This design comes from an exercise in tuning for small area, a short achievable clock period and few clock cycles on the open sky130 flow, not from production work.
Function was checked by simulation only, so behaviour that the tests miss may differ from the original.

== run 3 ==
==> flow/design.v (excerpt) <==
module IOTDF( clk, rst, in_en, iot_in, fn_sel, busy, valid, iot_out);
input          clk;
input          rst;
input          in_en;
input  [7:0]   iot_in;
input  [2:0]   fn_sel;
output         busy;
output         valid;
output [127:0] iot_out;
reg [127:0] A, B;
reg [135:0] D;    
reg m_des, m_dec, m_crc, m_mm, m_min;
reg run;
reg [4:0] cnt;
reg busy_r, valid_r;
reg [2:0] blk;
reg pg, caseY;
reg oA_a, oA_b, oA_d, oB_a, oB_b, oB_d;
reg gA, lA, gB, lB;
reg des_have;
assign iot_out = A;
assign busy = busy_r;
assign valid = valid_r;
always @(posedge clk) begin
    m_des <= (fn_sel == 3'd1) | (fn_sel == 3'd2);
    m_dec <= (fn_sel == 3'd2);
    m_crc <= (fn_sel == 3'd3);
    m_mm  <= (fn_sel == 3'd4) | (fn_sel == 3'd5);
    m_min <= (fn_sel == 3'd5);
end
wire adv = run | in_en;
wire wrap = m_des ? cnt[4] : (cnt[3:0] == 4'd15);
wire [4:0] cnt_n = adv ? (wrap ? 5'd0 : cnt + 5'd1) : cnt;
always @(posedge clk or posedge rst) begin
    if (rst) begin
        run <= 1'b0;
        cnt <= 5'd0;
    end else begin
  ...
Size in the first run: ~140 I/O pins.
clock: 7.0 ns
lec_check: 0
abc_area: 1
cap_margin: 20
core_margin: 2
core_utilization: 60
cts_cluster_diameter: 100
cts_cluster_size: 25
setup_slack_margin: 4.4
slew_margin: 20
standard.sh (not shown) runs the stock make flow with config.mk's settings and CLKGATE_MAP_FILE= SYNTH_SCRIPT=/design/flow/synth_recipe.tcl, a recipe that flattens the netlist after the stock synthesis.
==> flow/flow/run.sh <==
#!/bin/bash
# The standard layout (the standard.sh, standard synthesis unchanged) with two changes:
#  - the port buffers that buffer_ports inserts are plain sky130 buf_1 cells instead of the
#    resizer's default pick (a slow delay cell); every input and output still gets a buffer;
#  - before floorplanning, every cell that synthesis upsized is set back to the smallest drive
#    strength of its family (flow/downsize.tcl); the flow's timing repair upsizes what needs it.
set -uo pipefail
HERE=$(cd "$(dirname "$0")" && pwd)
export BUFFER_PORTS_ARGS="-buffer_cell sky130_fd_sc_hd__buf_1"
export PRE_FLOORPLAN_TCL="$HERE/downsize.tcl"
bash standard.sh > standard_flow.log 2>&1
==> flow/flow/downsize.tcl <==
# Resize every standard cell that synthesis gave a drive strength above the smallest to the
# smallest drive strength of the same cell family (same function and pins). Timing repair
# later in the flow upsizes the cells that need it.
set db [ord::get_db]
set block [ord::get_db_block]
set swapped 0
foreach inst [$block getInsts] {
  set m [$inst getMaster]
  set n [$m getName]
  if {![regexp {^(sky130_fd_sc_hd__[a-z0-9]+)_([0-9]+)$} $n -> base drv]} { continue }
  set best $m
  set barea [expr {[$m getWidth] * [$m getHeight]}]
  foreach d {0 1 2} {
    if {$d >= $drv} { break }
    set c [$db findMaster ${base}_$d]
    if {$c eq "NULL" || $c eq ""} { continue }
    set a [expr {[$c getWidth] * [$c getHeight]}]
    if {$a < $barea} { set best $c; set barea $a }
  }
  if {$best ne $m} {
    if {[$inst swapMaster $best]} { incr swapped }
  }
}
puts "downsize: swapped $swapped instances to a smaller drive strength"
Testbench counts of run 3, summed over its fixed seeds: cycles 16,368.
Here is what was changed in the inputs of run 5 compared with run 3.
--- a/flow/design.v
+++ b/flow/design.v
@@ -2270,66 +2270,62 @@
         run <= adv;
         cnt <= cnt_n;
     end
 end
 always @(posedge clk)
     D <= {iot_in, D[135:8]};
 wire [7:0] at = ({8{oA_a}} & A[7:0]) | ({8{oA_b}} & B[7:0]) | ({8{oA_d}} & D[7:0]);
 wire [7:0] bt = ({8{oB_a}} & A[7:0]) | ({8{oB_b}} & B[7:0]) | ({8{oB_d}} & D[7:0]);
 wire first = (cnt[3:0] == 4'd0);
-wire dec_t;
 wire cfirst = (cnt[3:0] == 4'd1);
-wire [5:0] op_now = {oA_a, oA_b, oA_d, oB_a, oB_b, oB_d};
-reg [5:0] op_new;
-wire [5:0] op_nx = dec_t ? op_new : op_now;
-wire [7:0] at_nx = ({8{op_nx[5]}} & A[15:8]) | ({8{op_nx[4]}} & B[15:8]) | ({8{op_nx[3]}} & D[15:8]);
-wire [7:0] bt_nx = ({8{op_nx[2]}} & A[15:8]) | ({8{op_nx[1]}} & B[15:8]) | ({8{op_nx[0]}} & D[15:8]);
-reg gtA, ltA, gtB, ltB;
+reg gta, lta, gtb, ltb, gtd, ltd;
 always @(posedge clk) begin
-    {gtA, ltA} <= cmp8(iot_in, at_nx);
-    {gtB, ltB} <= cmp8(iot_in, bt_nx);
+    {gta, lta} <= cmp8(iot_in, A[15:8]);
+    {gtb, ltb} <= cmp8(iot_in, B[15:8]);
+    {gtd, ltd} <= cmp8(iot_in, D[15:8]);
 end
+wire gtA = (oA_a & gta) | (oA_b & gtb) | (oA_d & gtd);
+wire ltA = (oA_a & lta) | (oA_b & ltb) | (oA_d & ltd);
+wire gtB = (oB_a & gta) | (oB_b & gtb) | (oB_d & gtd);
+wire ltB = (oB_a & lta) | (oB_b & ltb) | (oB_d & ltd);
 wire fgA = gtA | (~ltA & ~cfirst & gA);
 wire flA = ltA | (~gtA & ~cfirst & lA);
 wire fgB = gtB | (~ltB & ~cfirst & gB);
 wire flB = ltB | (~gtB & ~cfirst & lB);
 wire betA = m_min ? flA : fgA;
 wire betB = m_min ? flB : fgB;
-assign dec_t = m_mm & run & first;
+wire dec_t = m_mm & run & first;
 always @(posedge clk) begin
     gA <= fgA;
     lA <= flA;
     gB <= fgB;
     lB <= flB;
 end
 always @(posedge clk or posedge rst) begin
     if (rst) begin
         {oA_a, oA_b, oA_d, oB_a, oB_b, oB_d} <= 6'd0;
         blk <= 3'd0;
         pg <= 1'b0;
         caseY <= 1'b0;
     end else if (dec_t) begin
         blk <= blk + 3'd1;
         if (blk == 3'd7) begin
             pg <= 1'b1;
             caseY <= betA;
         end
-        {oA_a, oA_b, oA_d, oB_a, oB_b, oB_d} <= op_new;
+        case (blk)
+            3'd0: {oA_a, oA_b, oA_d, oB_a, oB_b, oB_d} <= 6'b010_001;
+            3'd1: {oA_a, oA_b, oA_d, oB_a, oB_b, oB_d} <= betB ? 6'b001_010 : 6'b010_001;
+            3'd7: {oA_a, oA_b, oA_d, oB_a, oB_b, oB_d} <= betA ? 6'b001_100 : (betB ? 6'b001_010 : 6'b010_010);
+            default: {oA_a, oA_b, oA_d, oB_a, oB_b, oB_d} <= betA ? 6'b001_100 : (betB ? 6'b100_001 : 6'b100_010);
+        endcase
     end
 end
-always @(*) begin
-    case (blk)
-        3'd0: op_new = 6'b010_001;
-        3'd1: op_new = betB ? 6'b001_010 : 6'b010_001;
-        3'd7: op_new = betA ? 6'b001_100 : (betB ? 6'b001_010 : 6'b010_010);
-        default: op_new = betA ? 6'b001_100 : (betB ? 6'b100_001 : 6'b100_010);
-    endcase
-end
 always @(posedge clk)
     B <= {bt, B[127:8]};
 wire [63:0] RL = IPf(A[63:0]);
 wire [31:0] Rr = RL[63:32];
 wire [31:0] Lr = RL[31:0];
 wire [55:0] ck = PC1f(A[127:64]);
 wire [27:0] Cc = ck[55:28];
 wire [27:0] Dc = ck[27:0];
 wire [47:0] K = PC2f(ck);
--- outcome ---
From run 3 to run 5 the numbers moved as follows: setup fix buffers added after clock tree synthesis fell 9, clock sink count rose 2. In run 5 the length of routed met2 wiring turned out 840 um lower than in run 3. NOTE final non-filler cell area run 3->run 5 decreased slightly. Ratio of final minimum period to clock period in run 5 is 0.30 points below run 3. Compared with run 3, run 5 shows a lower transition time at the pin with the least slew margin. Per the comparison of run 5 with run 3, global-route wire length before repair moved up; number of global-route vias before repair lost 3.0%. Run 3 -> run 5: placeable core region increased slightly. The faster design of the two is run 5; run 3 tops out lower.
Testbench counts of run 5, summed over its fixed seeds: cycles 16,368.

==> what the ideal ports hide <==
How much do the figures lean on ideal ports? The routed layouts below were timed once more, with nothing changed but the port constraints. Step 1, drivers: a clkbuf_16 drives clk and a buf_2 each remaining input, both assumed. Step 2 moves the port delays by t, midway between the first and last clock arrival at a register: inputs arrive t later, outputs are due t later. That takes back most of the time a late clock gives input paths. a / b / c = ideal ports / drivers / drivers and shift; a / b = the first two.
run	t (ns)	setup slack, ns	hold slack, ns	clock arrival spread, ns
run 3	0.593	4.356 / 4.301 / 4.001	0.321 / 0.321 / 0.321	0.025 / 0.026
run 5	0.593	4.377 / 4.325 / 3.955	0.323 / 0.323 / 0.323	0.038 / 0.038
After both steps setup and hold are still met in every run listed. For run 5, which loses most, drivers alone change the setup slack by -0.052 ns; drivers and shift together by -0.422 ns.
